This is an optimization exercise on Yosys and OpenROAD, whose aim is small area, not a production implementation. Only simulation tests tie the RTL to the original design; equivalence was not proved.

==> flow/design.v (outline; a module is shown in full before it is edited, if it fits) <==
// module weight_lut: 668 lines
// module wl_a211oi: 3 lines
// module wl_a21oi: 3 lines
// module wl_a221oi: 3 lines
// module wl_a22oi: 3 lines
// module wl_a311oi: 3 lines
// module wl_a31o: 3 lines
// module wl_a31oi: 3 lines
// module wl_a32oi: 3 lines
// module wl_a41oi: 3 lines
// module wl_clkinv: 3 lines
// module wl_nand2: 3 lines
// module wl_nand3: 3 lines
// module wl_nand4: 3 lines
// module wl_nor2: 3 lines
// module wl_nor3: 3 lines
// module wl_o2111ai: 3 lines
// module wl_o211ai: 3 lines
// module wl_o21a: 3 lines
// module wl_o21ai: 3 lines
// module wl_o221ai: 3 lines
// module wl_o22ai: 3 lines
// module wl_o311ai: 3 lines
// module wl_o31ai: 3 lines
// module hdr_fa: 11 lines
// module hdr_ha: 10 lines
// module hdr_d1step: 24 lines
// module hdr_nrstep: 27 lines
// module HDR_4f: 2311 lines
module HDR_4f
#(
  parameter  C_DATA_WIDTH              = 24
)
(
  input  wire                    reset       ,
  input  wire                    clk         ,
  input  wire                    data_in_VS  ,
  input  wire                    data_in_HS  ,
  input  wire                    data_in_DE  ,
  input  wire [C_DATA_WIDTH-1:0] data_in_B   ,
  input  wire [C_DATA_WIDTH-1:0] data_in_MH  ,
  input  wire [C_DATA_WIDTH-1:0] data_in_ML  ,
  input  wire [C_DATA_WIDTH-1:0] data_in_D   ,
  output wire                    data_out_VS ,
  output wire                    data_out_HS ,
  output wire                    data_out_DE ,
  output wire [C_DATA_WIDTH+5:0] data_out
) ;
  localparam TOTAL_DELAY = 40;
  localparam NCOMP       = 22;
  localparam NDLY        = TOTAL_DELAY - NCOMP;
  genvar gi;
  reg [TOTAL_DELAY-1:0] VS_d;
  reg [TOTAL_DELAY-1:0] HS_d;
  reg [TOTAL_DELAY-1:0] DE_d;
  reg [5:0]             rst_cnt;
  wire                  out_ok = rst_cnt[5] & rst_cnt[3];    
  always @(posedge clk)
  begin
    VS_d <= {VS_d[TOTAL_DELAY-2:0], data_in_VS};
    HS_d <= {HS_d[TOTAL_DELAY-2:0], data_in_HS};
    DE_d <= {DE_d[TOTAL_DELAY-2:0], data_in_DE};
  end
  always @(posedge clk or posedge reset)
  begin
    if (reset)
      rst_cnt <= 6'd0;
    else if (!out_ok)
      rst_cnt <= rst_cnt + 6'd1;
  end
  assign data_out_VS = VS_d[TOTAL_DELAY-1] | ~out_ok;
  assign data_out_HS = HS_d[TOTAL_DELAY-1] | ~out_ok;
  assign data_out_DE = DE_d[TOTAL_DELAY-1] &  out_ok;
  wire [95:0] ch_in = {data_in_B, data_in_MH, data_in_ML, data_in_D};
  reg  [95:0] ch_1;
  reg  [9:0]  s_B, s_MH, s_ML, s_D;
  always @(posedge clk)
  begin
    ch_1 <= ch_in;
    s_B  <= ch_in[95:88] + ch_in[87:80] + ch_in[79:72];
    s_MH <= ch_in[71:64] + ch_in[63:56] + ch_in[55:48];
    s_ML <= ch_in[47:40] + ch_in[39:32] + ch_in[31:24];
    s_D  <= ch_in[23:16] + ch_in[15:8]  + ch_in[7:0];
  end
  wire [7:0]  wl_B, wl_MH, wl_ML, wl_D;
  weight_lut u_lut_B  (.s(s_B ), .w(wl_B ));
  // ...
==> flow/run.sh <==
#!/bin/bash
# synth_recipe.tcl (not shown) runs the flow's synth.tcl, then flattens the netlist and writes it again
# the make line also repeats each setting of config.mk as NAME=value (left out here)
make -C /OpenROAD-flow-scripts/flow DESIGN_CONFIG=/design/flow/config.mk WORK_HOME=/design/flow/orfs CLKGATE_MAP_FILE= SYNTH_SCRIPT=/design/flow/synth_recipe.tcl finish
==> flow/config.mk <==
export PLATFORM = sky130hd
export DESIGN_NAME = HDR_4f
export DESIGN_NICKNAME = HDR_4f
export VERILOG_FILES = /design/flow/design.v
export SDC_FILE = /design/flow/constraint.sdc
export NUM_CORES = 4
export LEC_CHECK = 0
export CAP_MARGIN = 20
export CORE_MARGIN = 2
export CORE_UTILIZATION = 40
export CTS_CLUSTER_DIAMETER = 80
export CTS_CLUSTER_SIZE = 26
export PLACE_DENSITY = 0.6
export SLEW_MARGIN = 20
export SYNTH_HIERARCHICAL = 1
export SYNTH_MINIMUM_KEEP_SIZE = 0
==> flow/constraint.sdc <==
create_clock -name core_clock -period 5.0 [get_ports {clk}]
set_input_delay 1.0000 -clock core_clock [delete_from_list [all_inputs] [get_ports {clk}]]
set_output_delay 1.0000 -clock core_clock [all_outputs]
set_load 0.01 [all_outputs]
==> results.py, run 1 <==
metrics = {
    "finish": {
        "utilization": 0.442,
        "seq_cells": 2320,
        "final_cells": 12300,
        "layout_commonest_cell": "dfxtp_1",
        "num-nonclk-buffers": 325,
    },
    "run_status": {
        "status": "finished clean",
    },
    "global_routing": {
        "top_usage_layer": "met2",
        "met2_usage": 0.325,
        "grt_pass1_wl_um": 407000,
    },
    "floorplan": {
        "die_y_um": 516,
        "die_x_um": 516,
        "dieArea_um2": 267000,
    },
    "sta": {
        "hold_violations": 0,
        "relSlewSlack": 0.286,
        "holdWs_ns": 0.292,
        "worst_pin_slew_ns": 1.07,
    },
    "clock_tree": {
        "clock_latency_ns": 0.82,
        "htreeDepth": 3,
        "ctsResizeCount": 4,
    },
    "critical_path": {
        "cp.depth": 15,
        "r2r_slack_ns": 0.13,
        "crit_required_ns": 5.71,
    },
    "drt": {
        "final_antenna_net_count": 0,
    },
    "yosys": {
        "synthCells": 8494,
    },
}
==> module hdr_nrstep, before the edit <==
module hdr_nrstep
(
  input  wire [10:0] sh,
  input  wire [7:0]  nd,
  output wire        qb,
  output wire [9:0]  wn
);
  wire [11:0] cy;
  wire [10:0] t;
  assign cy[0] = 1'b1;
  assign t[0]  = ~(sh[0] ^ nd[0]);
  assign cy[1] = sh[0] | nd[0];
  genvar i;
  generate
    for (i = 1; i < 8; i = i + 1)
    begin: g_fa
      hdr_fa u_fa (.a(sh[i]), .b(nd[i]), .c(cy[i]), .s(t[i]), .co(cy[i+1]));
    end
    for (i = 8; i < 11; i = i + 1)
    begin: g_inc
      assign t[i]    = ~(sh[i] ^ cy[i]);
      assign cy[i+1] = sh[i] | cy[i];
    end
  endgenerate
  assign qb = ~t[10];
  assign wn = qb ? t[9:0] : sh[9:0];
endmodule
==> inputs of run 2 (changes only) <==
--- a/flow/design.v
+++ b/flow/design.v
@@ -777,40 +777,39 @@
   assign t[10]  = ~(sh[10] ^ cy[10]);
   assign cy[11] = sh[10] | cy[10];
   assign cy[0]  = 1'b1;
   assign qb = cy[11];
   assign rn = qb ? t[9:0] : sh[9:0];
 endmodule
 module hdr_nrstep
 (
-  input  wire [10:0] sh,
-  input  wire [7:0]  nd,
+  input  wire [10:0] shc,
+  input  wire [7:0]  d,
   output wire        qb,
   output wire [9:0]  wn
 );
   wire [11:0] cy;
   wire [10:0] t;
-  assign cy[0] = 1'b1;
-  assign t[0]  = ~(sh[0] ^ nd[0]);
-  assign cy[1] = sh[0] | nd[0];
+  assign cy[0] = 1'b0;
+  hdr_ha u_ha (.a(shc[0]), .b(d[0]), .s(t[0]), .co(cy[1]));
   genvar i;
   generate
     for (i = 1; i < 8; i = i + 1)
     begin: g_fa
-      hdr_fa u_fa (.a(sh[i]), .b(nd[i]), .c(cy[i]), .s(t[i]), .co(cy[i+1]));
+      hdr_fa u_fa (.a(shc[i]), .b(d[i]), .c(cy[i]), .s(t[i]), .co(cy[i+1]));
     end
     for (i = 8; i < 11; i = i + 1)
     begin: g_inc
-      assign t[i]    = ~(sh[i] ^ cy[i]);
-      assign cy[i+1] = sh[i] | cy[i];
+      assign t[i]    = shc[i] ^ cy[i];
+      assign cy[i+1] = shc[i] & cy[i];
     end
   endgenerate
-  assign qb = ~t[10];
-  assign wn = qb ? t[9:0] : sh[9:0];
+  assign qb = t[10];
+  assign wn = qb ? t[9:0] : shc[9:0];
 endmodule
 module HDR_4f
 #(
   parameter  C_DATA_WIDTH              = 24
 )
 (
   input  wire                    reset       ,
   input  wire                    clk         ,
@@ -3072,25 +3071,25 @@
   wire [17:0] zm_r_a = {1'b1, ~(a_r[7] & l_a[9]), zm_r_n151, zm_r_n148, zm_r_n145, zm_r_n142, zm_r_n139, zm_r_n136, zm_r_n133, zm_r_n130, zm_r_n127, zm_r_n124, zm_r_n121, zm_r_n118, zm_r_n116, ~(a_r[2] & l_a[0]), ~(a_r[0] & l_a[1]), ~(a_r[0] & l_a[0])};
   wire [17:0] zm_r_b = {1'b1, zm_r_n154, zm_r_n153, zm_r_n150, zm_r_n147, zm_r_n144, zm_r_n141, zm_r_n138, zm_r_n135, zm_r_n132, zm_r_n129, zm_r_n126, zm_r_n123, zm_r_n120, zm_r_n117, zm_r_n115, ~(a_r[1] & l_a[0]), 1'b1};
   wire [17:0] zm_g_a = {1'b1, ~(a_g[7] & l_a[9]), zm_g_n151, zm_g_n148, zm_g_n145, zm_g_n142, zm_g_n139, zm_g_n136, zm_g_n133, zm_g_n130, zm_g_n127, zm_g_n124, zm_g_n121, zm_g_n118, zm_g_n116, ~(a_g[2] & l_a[0]), ~(a_g[0] & l_a[1]), ~(a_g[0] & l_a[0])};
   wire [17:0] zm_g_b = {1'b1, zm_g_n154, zm_g_n153, zm_g_n150, zm_g_n147, zm_g_n144, zm_g_n141, zm_g_n138, zm_g_n135, zm_g_n132, zm_g_n129, zm_g_n126, zm_g_n123, zm_g_n120, zm_g_n117, zm_g_n115, ~(a_g[1] & l_a[0]), 1'b1};
   wire [17:0] zm_b_a = {1'b1, ~(a_b[7] & l_a[9]), zm_b_n151, zm_b_n148, zm_b_n145, zm_b_n142, zm_b_n139, zm_b_n136, zm_b_n133, zm_b_n130, zm_b_n127, zm_b_n124, zm_b_n121, zm_b_n118, zm_b_n116, ~(a_b[2] & l_a[0]), ~(a_b[0] & l_a[1]), ~(a_b[0] & l_a[0])};
   wire [17:0] zm_b_b = {1'b1, zm_b_n154, zm_b_n153, zm_b_n150, zm_b_n147, zm_b_n144, zm_b_n141, zm_b_n138, zm_b_n135, zm_b_n132, zm_b_n129, zm_b_n126, zm_b_n123, zm_b_n120, zm_b_n117, zm_b_n115, ~(a_b[1] & l_a[0]), 1'b1};
   localparam NRW = 3*30 + 11;
   wire [NRW-1:0] nr_st [0:10];
-  wire [17:0] zp_r = ~(zm_r_a + zm_r_b + 18'd1);
-  wire [17:0] zp_g = ~(zm_g_a + zm_g_b + 18'd1);
-  wire [17:0] zp_b = ~(zm_b_a + zm_b_b + 18'd1);
+  wire [17:0] zp_r = zm_r_a + zm_r_b + 18'd1;
+  wire [17:0] zp_g = zm_g_a + zm_g_b + 18'd1;
+  wire [17:0] zp_b = zm_b_a + zm_b_b + 18'd1;
   reg [NRW-1:0] z_12;
   always @(posedge clk)
-    z_12 <= {~{3'd0, lc_s[17:10]},
-             2'd0, zp_b, 10'd0,
-             2'd0, zp_g, 10'd0,
-             2'd0, zp_r, 10'd0};
+    z_12 <= {3'd0, lc_s[17:10],
+             2'b11, zp_b, 10'd0,
+             2'b11, zp_g, 10'd0,
+             2'b11, zp_r, 10'd0};
   assign nr_st[0] = z_12;
   generate
     for (gi = 1; gi <= 10; gi = gi + 1)
     begin: g_nr
       wire [NRW-1:0] cur = nr_st[gi-1];
       wire [10:0]    nd  = cur[NRW-1 -: 11];
       wire [NRW-1:0] nxt;
       genvar c;
@@ -3098,17 +3097,17 @@
       begin: g_ch
         wire [29:0] st  = cur[30*c+29 -: 30];
         wire [9:0]  win = st[29:20];
         wire [9:0]  zl  = st[19:10];
         wire [9:0]  q   = st[9:0];
         wire [10:0] sh  = {win, zl[9]};
         wire        qb;
         wire [9:0]  wn;
-        hdr_nrstep u_step (.sh(sh), .nd(nd[7:0]), .qb(qb), .wn(wn));
+        hdr_nrstep u_step (.shc(sh), .d(nd[7:0]), .qb(qb), .wn(wn));
         assign nxt[30*c+29 -: 30] = {wn, zl[8:0], 1'b0, q[8:0], qb};
       end
       assign nxt[NRW-1 -: 11] = nd;
       reg [NRW-1:0] r;
       always @(posedge clk) r <= nxt;
       assign nr_st[gi] = r;
     end
   endgenerate
==> run 2 against run 1 <==
  * Synthesized cell count shrank 0.88%
  * Critical path depth decreased by 1
  * Area after synthesis decreased by 0.48%
  * Wire length rose by 0.87%
  * Non-clock buffer count down 19
  * Utilization is essentially flat
  * First-iteration DRC count is 1.0% higher
  * Clock skew down 0.016 ns
  * Hold slack got worse by 0.0080 ns
==> results.py, run 2 <==
metrics = {
    "run_status": {
        "status": "finished clean",
    },
    "critical_path": {
        "crit_type": "register to register",
        "crit_fanout": 5,
        "r2r_slack_ns": 0.1,
        "end_kind": "register",
        "cp_data_arrival_time_ns": 5.60,
        "crit_required_ns": 5.69,
        "cp-start-kind": "register",
    },
    "finish": {
        "utilization": 0.442,
        "layout-drive-gt1-share": 0.138,
        "final_cells": 12100,
        "syn2layout_area_growth_pct": 9.97,
        "nFillCells": 23700,
        "fin_nets": 10500,
        "layout_commonest_cell": "dfxtp_1",
        "mostFrequentLayoutCells": "dfxtp_1 (2307), fa_1 (1336), nand2_1 (1175), inv_1 (613), mux2_2 (438)",
        "largest_reg_flops": 574,
        "largest_register": "g_nr.r",
    },
    "sta": {
        "min_period_over_period": 0.981,
        "holdWs_ns": 0.284,
        "post-route-min-period_ns": 4.90,
        "finalMaxSlewViolations": 0,
        "setup_violations": 0,
        "skew_ns": 0.0532,
        "tns_ns": 0,
        "worst_pin_slew_ns": 0.967,
        "max_freq_ghz": 0.204,
        "relSlewSlack": 0.355,
        "hold_violations": 0,
    },
    "min_path": {
        "hold_class": "register to register",
    },
    "global_routing": {
        "grt_usage": 0.202,
        "grt_pass1_vias": 66800,
        "overflow": 0,
        "grt_start_max_net_pins": 36,
        "antenna_found_initial": 9,
        "grt_pass1_wl_um": 409000,
    },
    "clock_tree": {
        "numCtsBuffers": 117,
        "clk_pin_slew_worst_paths_ns": 0.10,
        "cts_max_path_buffers": 3,
        "htreeDepth": 3,
        "cts_root_buf": "clkbuf_16",
        "clock_latency_ns": 0.86,
        "cts_tree": "done",
        "cts.sinks": 2320,
    },
    "yosys": {
        "synthCells": 8419,
        "syn_avg_cell_area_um2": 12.4,
        "synth_warnings": 7,
        "netlist_area_um2": 104000,
    },
    "floorplan": {
        "ios": 134,
        "die_x_um": 515,
        "initial_core_util": 0.402,
        "dieArea_um2": 265000,
        "die_y_um": 515,
        "coreArea_um2": 260000,
        "rows": 187,
    },
    "drt": {
        "final_antenna_net_count": 0,
        "remaining_drc_errors": 0,
        "drt-pass1-iter-count": 7,
        "routed_wl_um": 266000,
        "wl_per_cell_um": 22.0,
        "drt_first_iter_violations": 4643,
        "viasPerCell": 5.07,
        "vias": 61300,
    },
    "run": {
        "maxCapViolCount": 0,
    },
    "placement": {
        "hpwl_um": 207000,
        "dpl.cell_count": 11900,
        "gp_congestion": 0.904,
        "port_buffers": 133,
    },
}
==> run 2: timing repair <==
action                                  CTS  global route
hold buffers                              0             0
endpoints found under the setup margin   36           174
gates resized for setup                   2            45
pin swaps                                 4            23
gates cloned                              1            12
setup buffers                             2             5
==> run 2: worst max-delay path: stages, from the launching register on <==
cell and delay, ns:
dfxtp_2 0.36, inv_1 0.07, ha_1 0.15, inv_1 0.05, fa_1 0.41, fa_1 0.40
fa_1 0.41, fa_1 0.40, fa_1 0.40, fa_1 0.39, fa_2 0.36, fa_2 0.37
fa_2 0.47, nor2_4 0.21, mux2_2 0.35
==> run 2: path summary, 6_finish.rpt <==
path                               from           end  cells past startpoint
max in group asynchronous         reset    rst_cnt[5]                      2
hold / removal                 VS_d[16]      VS_d[17]                      0
setup reg to reg           d1_st[5][88]  d1_st[6][49]                     14
min in group asynchronous         reset    rst_cnt[2]                      2
setup / recovery           d1_st[5][88]  d1_st[6][49]                     14
hold reg to reg                VS_d[16]      VS_d[17]                      0
==> run 2: cell type report <==
cell class | count | area (um2) | area share
antenna | 7 | 17.5 | 0.000152
inverter | 613 | 2300 | 0.0200
sequential | 2320 | 46500 | 0.405
clock inverter | 48 | 851 | 0.00740
tap | 3402 | 4260 | 0.0370
multi-input combinational | 5284 | 55000 | 0.479
timing repair buffer | 306 | 3010 | 0.0262
clock buffer | 123 | 2990 | 0.0260
==> run 2: stage by stage <==
stage / cell area (um2) / setup WS (ns)
floorplan: 105000 / 0.329
global placement: 111000 / 0.122
detailed placement: 111000 / -0.0694
CTS: 115000 / 0.000715
global route: 115000 / -0.0417
finish: 115000 / 0.0954
==> run 2: per-layer routing <==
metal,GRT usage,up-vias,part of all wire
li1,-,27400,-
met1,0.260,31100,0.42
met2,0.335,2261,0.47
met3,0.0365,581,0.065
met4,0.0832,0,0.047
met5,0,-,0

-- static timing again, ports no longer ideal --
How much do the figures lean on ideal ports? The routed layouts below were timed once more, with nothing changed but the port constraints.
Step 1, drivers: a clkbuf_16 drives clk and a buf_2 each remaining input, both assumed.
Step 2, shift: input delay + t, output delay - t, t = (earliest + latest rising clock arrival at the registers) / 2. This alone moves slack from input paths to output paths.
Slacks: no drivers / after step 1 / after step 2; pairs: no drivers / after step 1.
| run | t, ns | setup slack, ns | hold WS [ns] | worst setup path after step 2 | slew at the worst register clock pin (ns) |
|---|---|---|---|---|---|
| run 1 | 0.898 | 0.134 / 0.134 / 0.134 | 0.292 / 0.287 / 0.292 | register to register | 0.10 / 0.10 |
| run 2 | 0.918 | 0.095 / 0.095 / 0.095 | 0.284 / 0.284 / 0.284 | register to register | 0.10 / 0.10 |
After both steps setup and hold are still met in every run listed.
